From an optimization exercise on the open Yosys and OpenROAD flow, aimed at small area, a short achievable clock period and few clock cycles per item; shortcuts taken in it are not production practice.
Only simulation tests tie the RTL to the original design; equivalence was not proved.
Power figures rest on the tool's default switching activity, not on a simulated workload.

==> design/flow/flow/run.sh <==
#!/bin/bash
# The standard layout, with the smallest buffer on the ports instead of
# the delay buffer buffer_ports would pick by itself, and timing repair
# aiming at a shorter period than the clock's.
set -euo pipefail
export BUFFER_PORTS_ARGS="-buffer_cell sky130_fd_sc_hd__buf_1"
export SETUP_SLACK_MARGIN=6.0
bash standard.sh > standard.log 2>&1
==> design/flow/standard.sh <==
#!/bin/bash
# synth_recipe.tcl (not shown) runs the flow's synth.tcl, then flattens the netlist and writes it again
# the make line also repeats each setting of config.mk as NAME=value (left out here)
make -C /OpenROAD-flow-scripts/flow DESIGN_CONFIG=/design/flow/config.mk WORK_HOME=/design/flow/orfs CLKGATE_MAP_FILE= SYNTH_SCRIPT=/design/flow/synth_recipe.tcl "${@:-finish}"
==> design/flow/config.mk <==
export PLATFORM = sky130hd
export DESIGN_NAME = sig_16_hw
export DESIGN_NICKNAME = sig_16_hw
export VERILOG_FILES = /design/flow/design.v
export SDC_FILE = /design/flow/constraint.sdc
export NUM_CORES = 4
export LEC_CHECK = 0
export ABC_AREA = 1
export CAP_MARGIN = 20
export CORE_MARGIN = 2
export CORE_UTILIZATION = 40
export CTS_BUF_LIST = sky130_fd_sc_hd__clkbuf_2
export PLACE_DENSITY = 0.6
export SLEW_MARGIN = 20
==> design/flow/constraint.sdc <==
create_clock -name core_clock -period 10.0 [get_ports {clk}]
set_input_delay 2.0000 -clock core_clock [delete_from_list [all_inputs] [get_ports {clk}]]
set_output_delay 2.0000 -clock core_clock [all_outputs]
set_load 0.01 [all_outputs]
==> design/flow/design.v <==
module sig_16_hw #(parameter K=16,DWIDTH=32,EXPONENT_WIDTH=8, BIAS=8'd127)(input [DWIDTH-1:0] x_in,input clk,start,rst,output reg valid, output reg [DWIDTH-1:0] y_out);
function ge;
	input [30:0] a, t;
	integer i;
	begin
		ge = 1'b1;
		for (i = 0; i < 31; i = i + 1)
			ge = t[i] ? (a[i] & ge) : (a[i] | ge);
	end
endfunction
wire        s = x_in[31];
wire [30:0] a = x_in[30:0];				 
wire nan = ~ge(31'h7f800000, a);			 
wire sat = ge(a, 31'h40a00000);				 
wire zs  = a[30:23] == 8'd0;				 
reg [3:0] idx;
always @(*)
begin
	if      (ge(a, 31'h40918000)) idx = 4'd15;	 
	else if (ge(a, 31'h4085c000)) idx = 4'd14;	 
	else if (ge(a, 31'h40768000)) idx = 4'd13;	 
	else if (ge(a, 31'h40628000)) idx = 4'd12;	 
	else if (ge(a, 31'h404f0000)) idx = 4'd11;	 
	else if (ge(a, 31'h403b8000)) idx = 4'd10;	 
	else if (ge(a, 31'h40288000)) idx = 4'd9;	 
	else if (ge(a, 31'h40158000)) idx = 4'd8;	 
	else if (ge(a, 31'h40030000)) idx = 4'd7;	 
	else if (ge(a, 31'h3fe00000)) idx = 4'd6;	 
	else if (ge(a, 31'h3fbb0000)) idx = 4'd5;	 
	else if (ge(a, 31'h3f950000)) idx = 4'd4;	 
	else if (ge(a, 31'h3f600000)) idx = 4'd3;	 
	else if (ge(a, 31'h3f140000)) idx = 4'd2;	 
	else if (ge(a, 31'h3e940000)) idx = 4'd1;	 
	else                        idx = 4'd0;
end
reg [3:0] idx_q;
reg       sp_q, s_q;
always @(posedge clk)
begin
	idx_q <= {idx[3:1], idx[0] & ~nan};
	sp_q  <= nan | sat | zs;
	s_q   <= s;
	if (rst)
		valid <= 1'b0;
	else
		valid <= start;
end
reg [31:0] pos, neg;
always @(*)
begin
	case (idx_q)
	4'd0: begin pos = 32'h3f0954ae; neg = 32'h3eed56a4; end
	4'd1: begin pos = 32'h3f1b9919; neg = 32'h3ec8cdce; end
	4'd2: begin pos = 32'h3f2cc04d; neg = 32'h3ea67f66; end
	4'd3: begin pos = 32'h3f3c3e29; neg = 32'h3e8783ae; end
	4'd4: begin pos = 32'h3f49c160; neg = 32'h3e58fa80; end
	4'd5: begin pos = 32'h3f553144; neg = 32'h3e2b3af0; end
	4'd6: begin pos = 32'h3f5ea1f0; neg = 32'h3e057840; end
	4'd7: begin pos = 32'h3f6643c9; neg = 32'h3dcde1b8; end
	4'd8: begin pos = 32'h3f6c54be; neg = 32'h3d9d5a10; end
	4'd9: begin pos = 32'h3f711600; neg = 32'h3d6ea000; end
	4'd10: begin pos = 32'h3f74c578; neg = 32'h3d33a880; end
	4'd11: begin pos = 32'h3f779b0a; neg = 32'h3d064f60; end
	4'd12: begin pos = 32'h3f79c7a9; neg = 32'h3cc70ae0; end
	4'd13: begin pos = 32'h3f7b7531; neg = 32'h3c9159e0; end
	4'd14: begin pos = 32'h3f7cc688; neg = 32'h3c4e5e00; end
	4'd15: begin pos = 32'h3f7dd76c; neg = 32'h3c0a2500; end
	endcase
end
always @(*)
begin
	if (sp_q)
		y_out = !idx_q[0] ? (idx_q[1] ? 32'h7fc00000 : 32'h3f000000) :
		        s_q ? 32'h00000000 : 32'h3f800000;
	else
		y_out = s_q ? neg : pos;
end
endmodule
==> summary.txt, run 1 <==
Job
  • MaxCap Viol Count: 0

Die
  • Overall die area: 4870 µm²
  • I/O pins: 68
  • DIE WIDTH: 69.8 µm
  • Chip height: 69.8 µm
  • Rows: 23
  • Starting density of the core: 42.4%
  • Placeable Area: 4090 µm²

Detailed routing
  • Routed Antenna Nets: 0
  • Routed len/inst: 14.5 µm
  • DRT Wirelength: 6.47 mm
  • Routed via count: 2586
  • Vias per Instance: a little under 6
  • DR pass1 iterations: 6
  • DRC Markers: 0
  • Drt first-iter violations: between 400 and 500

Finish
  • Antenna diodes: 0
  • Nets: 440
  • Share of layout cells above drive strength 1: 12.6%
  • Fillers: about 460
  • Area Overhead vs Synth: 24.3%

Critical path
  • Crit end category: output port
  • Data arrival time of the critical path: 1930 ps
  • CP endpoint: y_out[3]
  • CP startpoint kind: flop
  • Critical Path Start: idx_q[2]
  • WP data required: 8000 ps
  • Crit-path max FO: 23
  • Critical path type: reg2out

Clocking
  • CTS Sinks: 7
  • Clk buf depth: 2
  • CTS tree: done
  • Cts bufs inserted: 3
  • Clock Pin Slew Worst Setup and Hold Paths: 80 ps
  • CTS root buf: clkbuf_2
  • H-tree Lvls: 1

Logic synthesis
  • Synthesized area per cell: 5.30 µm²
  • Synth unique cells: 40
  • Mapped Cells: 327
  • Top post-synthesis cells by area: nand2_1 (17%), o21ai_0 (9.8%), inv_1 (9.1%), nor2_1 (9.1%), dfxtp_1 (8.1%)
  • Count leader, synth: nand2_1
  • Post-synth top area share: 17.1%
  • Most common flop cell mapped by yosys: dfxtp_1
  • Post-synth EDFFs: 0
  • Seq cells post-synth: 7
  • Leading area contributor after synthesis: nand2_1
  • Ys async rst share: 0%
  • Synth Net Count: 370
  • Top post-synthesis cells by count: nand2_1 (79), inv_1 (42), nor2_1 (42)
  • Register area share after synthesis: 8.09%
  • Post-Syn Area: ~1700 µm²
  • YS warnings: 1

Placed design
  • PortBufs: 66
  • Place WS: ~6000 ps
  • DP Wirelength: between 4 and 5 mm
  • Placer Congestion: 1.01

Power and ir drop
  • Leakage: 0.000977 µW
  • Maximum VDD drop: approximately 0.051 mV
  • Total power per unit cell area: 72.5 nW/µm²

Timing
  • RSZ-0062 raised after global routing: false
  • Final min period: roughly 4000 ps
  • Post-route setup slack: 6070 ps
  • Highest Clock Rate: 255 MHz
  • Final period utilization: 39.3%
  • Final setup viols: 0
  • Max-slew violations: 0
  • Final Hold Fails: 0
  • Final setup TNS: 0 ps
  • Fin Hold WS: 1860 ps

Worst hold path
  • Worst Hold Class: in2reg

GRT
  • First-pass GRT wire length: 10.4 mm
  • Vias in the first global route: between 2000 and 2500
  • Global route overflow: 0
  • Initial antenna violation count: 0
  • Pin count of the biggest net entering global routing: 33
  • GRT Util Overall: between 20 and 30%

Status
  • Status: timing/DRC/antenna clean
logic make-up after synthesis:
group	count (synthesis)	synth area share [%]
adder cells (fa/ha/maj)	8	5.78
AO/OA/AOI/OAI	87	30.6
buffers and inverters	66	16.3
flip-flops	7	8.09
other	1	0.217
AND/OR/NAND/NOR	158	39.1
cell type report:
cell class	count	area (µm²)	area share (%)
Tap cell	50	62.6	2.91
Clock inverter	1	5.00	0.232
Sequential cell	7	153	7.09
Multi-Input combinational cell	254	1350	62.6
Clock buffer	3	15.0	0.697
Timing Repair Buffer	79	354	16.4
Inverter	49	199	9.24
Timing Repair inverter	3	17.5	0.813
registers in the layout (all words and copies together), names as in the netlist:
signal / count
idx_q: 4
s_q: 1
sp_q: 1
valid: 1
worst min-delay path by stage:
stage | from | cells past startpoint | end
2_1_floorplan | x_in[31] | 0 | s_q
3_3_place_gp | x_in[31] | 1 | s_q
3_5_place_dp | x_in[31] | 1 | s_q
4_1_cts | x_in[31] | 1 | s_q
5_1_grt | x_in[31] | 1 | s_q
6_report | x_in[31] | 1 | s_q
placed cells by master (no fill, tap or decap), types with 5 or more instances in the layout:
| cell | Yosys | final |
|---|---|---|
| clkinvlp_4 | 0 | 5 |
| ha_1 | 8 | 5 |
| buf_4 | 4 | 12 |
| nor2_1 | 42 | 38 |
| nor3_1 | 10 | 10 |
| nand3_1 | 14 | 14 |
| inv_1 | 42 | 39 |
| buf_1 | 1 | 65 |
| nand2_1 | 79 | 79 |
| o21ai_0 | 34 | 33 |
| o22ai_1 | 8 | 8 |
| o32ai_1 | 6 | 6 |
| a21oi_1 | 16 | 16 |
metrics by stage:
step	cells	power [µW]	util (%)	instance area (µm²)
after floorplan	327	95.6	-	1730
after global placement	428	126	47.9	1960
after detailed placement	428	124	47.9	1960
after global routing	446	169	52.7	2150
final	446	156	52.7	2150
after CTS	436	148	49.7	2030
power by group:
group | internal, µW | switching [µW] | leakage [µW]
combinational | 35.6 | 65.8 | 0.000901
clock | 9.06 | 10.8 | 0.0000164
sequential | 29.6 | 5.32 | 0.0000594
metal layers:
metal | vias to the layer above | part of all wire [%] | track usage [%]
met2 | 206 | 41 | 37.7
met1 | 1104 | 42 | 35.9
met3 | 40 | 13 | 4.65
li1 | 1236 | - | -
met4 | 0 | 4.0 | 9.40
met5 | - | 0 | 0
repair_timing:
item,CTS,global route
resized for setup,7,19
endpoints found under the setup margin,24,21
hold buffers,0,0
setup buffers,3,8
gates cloned,1,2
worst max-delay path, cell delays in order (launching register included):
cell,delay [ps]
dfxtp_4,520
clkinvlp_2,290
nand2_1,220
nand3_1,180
o22ai_1,280
buf_1,190
Testbench counts, summed over its fixed seeds: cycles 6,392, items 3,200.
==> run 2: changes to the inputs <==
--- a/design/flow/flow/run.sh
+++ b/design/flow/flow/run.sh
@@ -4,5 +4,5 @@
 # aiming at a shorter period than the clock's.
 set -euo pipefail
 export BUFFER_PORTS_ARGS="-buffer_cell sky130_fd_sc_hd__buf_1"
-export SETUP_SLACK_MARGIN=6.0
+export SETUP_SLACK_MARGIN=6.4
 bash standard.sh > standard.log 2>&1
==> summary.txt, run 2 <==
Timing
  • Final min period: a little under 4000 ps
  • Final setup TNS: 0 ps
  • Max-slew violations: 0
  • Final setup viols: 0
  • Final period utilization: about two fifths
  • Highest Clock Rate: 254 MHz
  • Post-route setup slack: 6070 ps
  • Final Hold Fails: 0
  • RSZ-0062 raised after global routing: true

Clocking
  • CTS root buf: clkbuf_2
  • Clock Pin Slew Worst Setup and Hold Paths: 80 ps
  • CTS tree: done
  • CTS Sinks: 7
  • Hold buffers post-CTS: 0
  • H-tree Lvls: 1
  • Clk buf depth: 2
  • Cts bufs inserted: 3

Logic synthesis
  • Most common flop cell mapped by yosys: dfxtp_1
  • Count leader, synth: nand2_1
  • Post-Syn Area: 1730 µm²
  • Top post-synthesis cells by count: nand2_1 (79), inv_1 (42), nor2_1 (42)
  • Synth Net Count: 370
  • Register area share after synthesis: between 8 and 9%
  • Top post-synthesis cells by area: nand2_1 (17%), o21ai_0 (9.8%), inv_1 (9.1%), nor2_1 (9.1%), dfxtp_1 (8.1%)
  • Ys async rst share: 0%
  • Leading area contributor after synthesis: nand2_1
  • Post-synth top area share: 17.1%
  • YS warnings: 1
  • Seq cells post-synth: 7
  • Post-synth EDFFs: 0
  • Synthesized area per cell: between 5 and 6 µm²
  • Synth unique cells: 40
  • Mapped Cells: 327

Detailed routing
  • Met3 wire len: approximately 950 µm
  • Vias per Instance: 6.02
  • Routed len/inst: 16.7 µm
  • DRT Wirelength: 7.83 mm
  • DR pass1 iterations: 5
  • Routed Antenna Nets: 0
  • Routed via count: 2830
  • Met1 Wirelength: 3.12 mm
  • DRC Markers: 0
  • Drt first-iter violations: 468
  • WL met2: 3.24 mm
  • DR top layer: met4

Power and ir drop
  • Maximum VDD drop: 0.0546 mV
  • Tot Pwr: around 190 µW
  • Total power per unit cell area: approximately 73 nW/µm²
  • Leakage: ~0.0012 µW

Die
  • Rows: 23
  • Overall die area: a little under 5000 µm²
  • DIE WIDTH: 69.8 µm
  • Placeable Area: 4090 µm²
  • I/O pins: 68
  • Starting density of the core: 42.4%
  • Chip height: about 70 µm

Critical path
  • WP data required: around 8000 ps
  • Crit-path max FO: 7
  • CP endpoint: y_out[16]
  • Crit end category: output port
  • CP startpoint kind: flop
  • Critical path type: reg2out
  • Critical Path Start: idx_q[0]
  • Data arrival time of the critical path: 1930 ps

Finish
  • Nets: 464
  • Largest Register: idx_q
  • Commonest non-fill, non-tap cells in the layout: nand2_1 (74), buf_1 (47), inv_1 (34)
  • Share of layout cells above drive strength 1: 32.1%
  • Finished Cell Area: 2650 µm²
  • Area Overhead vs Synth: 53.2%
  • Antenna diodes: 0
  • Multi-input logic area: roughly 1600 µm²
  • Max FFs per register: 4
  • Commonest non-fill, non-tap cell in the layout: nand2_1
  • Fillers: 372
  • Register area: roughly 160 µm²

Placed design
  • PortBufs: 66
  • Place WS: between 6000 and 7000 ps
  • DP Wirelength: between 4 and 5 mm
  • Placer Congestion: 1.01
  • Placed Area: 1960 µm²

GRT
  • GRT Util Overall: 28.5%
  • Global route overflow: 0
  • Vias in the first global route: between 2000 and 3000
  • Pin count of the biggest net entering global routing: 17
  • Initial antenna violation count: 0
  • First-pass GRT wire length: 11.6 mm

Job
  • MaxCap Viol Count: 0

Status
  • Status: timing/DRC/antenna clean

Worst hold path
  • Worst Hold Class: in2reg
run 2: worst min path at each step:
| stage | start | endpoint | slack [ps] | depth (start not counted) |
|---|---|---|---|---|
| final | x_in[31] | s_q | 1860 | 1 |
| after global routing | x_in[31] | s_q | 1830 | 1 |
| after CTS | x_in[31] | s_q | 1840 | 1 |
| after detailed placement | x_in[31] | s_q | 2100 | 1 |
| after global placement | x_in[31] | s_q | 2090 | 1 |
| after floorplan | x_in[31] | s_q | 2030 | 0 |
run 2: worst max-delay path, cell delays in order (launching register included):
cell        delay, ps
dfxtp_4           390
clkinvlp_4        170
ha_4              400
nor2_4             70
o32ai_2           280
nand2_1            90
o21ai_1           110
inv_1              60
clkbuf_2          120
run 2: kinds of logic (layout without fill, tap and decap cells):
family | count (synthesis) | count (layout) | share of synthesized area [%]
AOI/OAI and AO/OA | 87 | 87 | 30.6
adders and majority gates | 8 | 8 | 5.78
buffers and inverters | 66 | 159 | 16.3
DFF | 7 | 7 | 8.09
other | 1 | 1 | 0.217
and+or+nand+nor | 158 | 158 | 39.1
run 2: final cells by class:
type	count	area share, %
clock inverter	1	0.189
tap	50	2.36
sequential	7	6.04
multi-input combinational	254	59.0
timing repair buffer	103	23.3
clock buffer	3	0.566
timing repair inverter	3	0.755
inverter	49	7.78
run 2: what timing repair did:
action | in CTS | in global routing
cloned | 3 | 1
buffers inserted | 22 | 12
resized for setup | 67 | 52
endpoints found under the setup margin | 26 | 26
pin swaps | 4 | 8
run 2: metrics by stage:
| step | hold WS, ps | utilization (%) | std cells |
|---|---|---|---|
| detailed placement | 2100 | 47.9 | 428 |
| global route | 1830 | 64.9 | 470 |
| CTS | 1840 | 58.0 | 457 |
| finish | 1860 | 64.9 | 470 |
| global placement | 2090 | 47.9 | 428 |
| floorplan | 2030 | - | 327 |
run 2: metal layers:
metal | up-vias | GRT usage [%]
met2 | 277 | 43.2
met1 | 1198 | 38.9
met5 | - | 0
li1 | 1287 | -
met4 | 0 | 13.7
met3 | 68 | 4.65
run 2: report_power, final:
part           leakage [µW]  switching (µW)  internal [µW]
sequential        0.0000601            3.64           29.4
combinational       0.00113            84.9           55.9
clock             0.0000164            10.6           9.06
total               0.00121            99.2           94.3
==> run 3: changes to the inputs <==
--- a/design/flow/flow/run.sh
+++ b/design/flow/flow/run.sh
@@ -4,5 +4,5 @@
 # aiming at a shorter period than the clock's.
 set -euo pipefail
 export BUFFER_PORTS_ARGS="-buffer_cell sky130_fd_sc_hd__buf_1"
-export SETUP_SLACK_MARGIN=6.4
+export SETUP_SLACK_MARGIN=6.0
 bash standard.sh > standard.log 2>&1
--- a/design/flow/config.mk
+++ b/design/flow/config.mk
@@ -9,6 +9,5 @@
 export CAP_MARGIN = 20
 export CORE_MARGIN = 2
 export CORE_UTILIZATION = 40
-export CTS_BUF_LIST = sky130_fd_sc_hd__clkbuf_2
 export PLACE_DENSITY = 0.6
 export SLEW_MARGIN = 20
==> summary.txt, run 3 <==
Logic synthesis
  • Post-synth EDFFs: 0
  • Post-Syn Area: between 1500 and 2000 µm²
  • Top post-synthesis cells by area: nand2_1 (17%), o21ai_0 (9.8%), inv_1 (9.1%), nor2_1 (9.1%), dfxtp_1 (8.1%)
  • Count leader, synth: nand2_1
  • Post-synthesis compound-gate area fraction: 30.6%
  • Ys async rst share: 0%
  • Seq cells post-synth: 7
  • YS warnings: 1
  • Leading area contributor after synthesis: nand2_1
  • Most common flop cell mapped by yosys: dfxtp_1
  • Synthesized area per cell: about 5.3 µm²
  • Simple-gate share of the synthesized area: 39.1%
  • Proportion of synthesized area in mux cells: 0%
  • Largest family of logic cells by synthesized area: simple AND/OR/NAND/NOR gates
  • Post-Synth Adder-Cell Area: under 10%
  • Mapped Cells: about 330
  • Synth unique cells: 40
  • Top post-synthesis cells by count: nand2_1 (79), inv_1 (42), nor2_1 (42)
  • Register area share after synthesis: 8.09%
  • Post-Synth XOR/XNOR Area: 0%
  • Synth Net Count: 370
  • Post-synth top area share: between 10% and 20%

Placed design
  • PortBufs: 66
  • DP Wirelength: approximately 4.9 mm
  • Placed Area: ~2000 µm²
  • Placed cells: roughly 430
  • Placer Congestion: 1.01

Clocking
  • CTS root buf: clkbuf_8
  • Cts bufs inserted: 3
  • Clock Pin Slew Worst Setup and Hold Paths: 40 ps
  • CTS Sinks: 7
  • Clk buf depth: 2
  • H-tree Lvls: 1
  • CTS tree: done

Critical path
  • Max stage delay on crit path: 420 ps
  • CP Buf/Inv Count: 3
  • CP startpoint kind: flop
  • Crit-path max FO: 8
  • WP data required: 8000 ps
  • CP Cell Sequence: ha_2 -> inv_1 -> nor2_1 -> nor2_1 -> inv_1 -> o21ai_0 -> o22ai_1 -> buf_1
  • Crit end category: output port
  • Critical path type: reg2out
  • Family with the most delay on the worst path: flip-flops
  • CP max stage cell: dfxtp_2
  • Data arrival time of the critical path: 1910 ps

Die
  • I/O pins: 68
  • Starting density of the core: about 42%
  • Chip height: approximately 70 µm
  • Rows: 23
  • DIE WIDTH: 69.8 µm
  • Overall die area: 4870 µm²
  • Placeable Area: 4090 µm²

Timing
  • Final min period: 3910 ps
  • Max-slew violations: 0
  • Final setup viols: 0
  • Fin Hold WS: 1870 ps
  • RSZ-0062 raised after global routing: false
  • Highest Clock Rate: 256 MHz
  • Final setup TNS: 0 ps
  • Final Hold Fails: 0
  • Final period utilization: 39.1%

Detailed routing
  • DRT Wirelength: ~6.4 mm
  • DR pass1 iterations: 5
  • Vias per Instance: 5.70
  • Routed via count: 2518
  • Routed len/inst: 14.5 µm
  • DRC Markers: 0
  • Drt first-iter violations: 445
  • Routed Antenna Nets: 0

Power and ir drop
  • Clock Power Share: 22.3%
  • Maximum VDD drop: around 0.091 mV
  • Leakage: 0.000974 µW
  • Comb pwr share: 57.4%
  • Total power per unit cell area: around 81 nW/µm²
  • Net Sw Frac: between 40% and 50%
  • Cell Int Power: 90.9 µW
  • Psw: 81.6 µW
  • Sequential share of power: 20.3%

Finish
  • Nets: roughly 440
  • Commonest non-fill, non-tap cells in the layout: nand2_1 (79), buf_1 (66), inv_1 (40)
  • Final cell count without fillers: 442
  • Commonest non-fill, non-tap cell in the layout: nand2_1
  • Max FFs per register: 4
  • Finished Cell Area: around 2100 µm²
  • Share of layout cells above drive strength 1: between 10 and 15%
  • Largest Register: idx_q
  • Antenna diodes: 0
  • Fillers: 466
  • Area Overhead vs Synth: 23.6%

GRT
  • Pin count of the biggest net entering global routing: 33
  • Global route overflow: 0
  • Vias in the first global route: 2212
  • GRT Util Overall: approximately a quarter
  • Initial antenna violation count: 0
  • First-pass GRT wire length: just over 10 mm

Job
  • MaxCap Viol Count: 0

Status
  • Status: timing/DRC/antenna clean

Worst hold path
  • Worst Hold Class: in2reg
run 3: area by class of cell:
type	count	area (µm²)	share of cell area (%)
clock buffers	3	41.3	1.93
clock inverters	1	5.00	0.234
flip-flops and latches	7	150	7.01
repair inverters	2	12.5	0.584
well taps	50	62.6	2.92
multi-input cells	254	1340	62.8
inverters	49	195	9.12
repair buffers	76	330	15.4
run 3: cell families (layout without fill, tap and decap cells):
kind of cell               count (synthesis)  after routing
and+or+nand+nor                          158            158
AOI/OAI and AO/OA                         87             87
buffers and inverters                     66            131
adders and majority gates                  8              8
DFF                                        7              7
other                                      1              1
run 3: path summary, 6_finish.rpt:
| check | from | to | slack, ps | depth (start not counted) |
|---|---|---|---|---|
| worst min-delay path | x_in[31] | s_q | 1870 | 1 |
| worst max-delay path | idx_q[0] | y_out[5] | 6090 | 8 |
run 3: timing repair:
item,in CTS,in global routing
buffers inserted,0,8
gates cloned,1,1
endpoints found under the hold margin,0,0
hold buffers,0,0
setup endpoints to repair,22,19
resized for setup,6,15
run 3: power groups by stage:
| stage | logic (µW) | registers [µW] | clock network [µW] |
|---|---|---|---|
| finish | 99.1 | 35.0 | 38.5 |
| global route | 110 | 35.3 | 41.2 |
| CTS | 90.5 | 34.4 | 39.8 |
| detailed placement | 89.3 | 34.6 | 0 |
| global placement | 91.3 | 34.7 | 0 |
| floorplan | 63.8 | 31.8 | 0 |
run 3: through the flow:
stage	setup slack, ps	utilization [%]	power [µW]
6_report	6090	52.4	173
4_1_cts	6010	49.5	165
5_1_grt	5960	52.4	186
3_3_place_gp	5990	47.9	126
3_5_place_dp	6010	47.9	124
2_1_floorplan	6490	-	95.6
run 3: per-layer routing:
metal | global-route usage, % | vias to the layer above | share of wire [%]
li1 | - | 1225 | -
met1 | 35.9 | 1093 | 44
met2 | 37.4 | 180 | 42
met3 | 4.22 | 20 | 11
met4 | 7.05 | 0 | 2.8
met5 | 0 | - | 0

==> static timing again, ports no longer ideal <==
How much do the figures lean on ideal ports? The routed layouts below were timed once more, with nothing changed but the port constraints.
Step 1 assumes that a clkbuf_16 drives the clock port and a buf_2 every other input.
Step 2 times the ports against the registers' clock, not the clock port: input delays grow and output delays shrink by t, the midpoint of the rising clock arrivals with the driver on.
Slacks: ideal ports / drivers / drivers and shift; pairs: ideal ports / drivers.
| run | shift t [ns] | setup slack, ns | hold slack, ns | clock arrival spread, ns | worst register clock-pin slew, ns |
|---|---|---|---|---|---|
| run 1 | 0.249 | 6.074 / 6.058 / 6.308 | 1.856 / 1.866 / 2.116 | 0.005 / 0.005 | 0.08 / 0.08 |
| run 2 | 0.245 | 6.070 / 6.054 / 6.299 | 1.860 / 1.871 / 2.116 | 0.005 / 0.005 | 0.08 / 0.08 |
| run 3 | 0.239 | 6.086 / 6.069 / 6.308 | 1.873 / 1.882 / 2.121 | 0.002 / 0.002 | 0.04 / 0.04 |
After both steps every run listed still meets setup and hold.
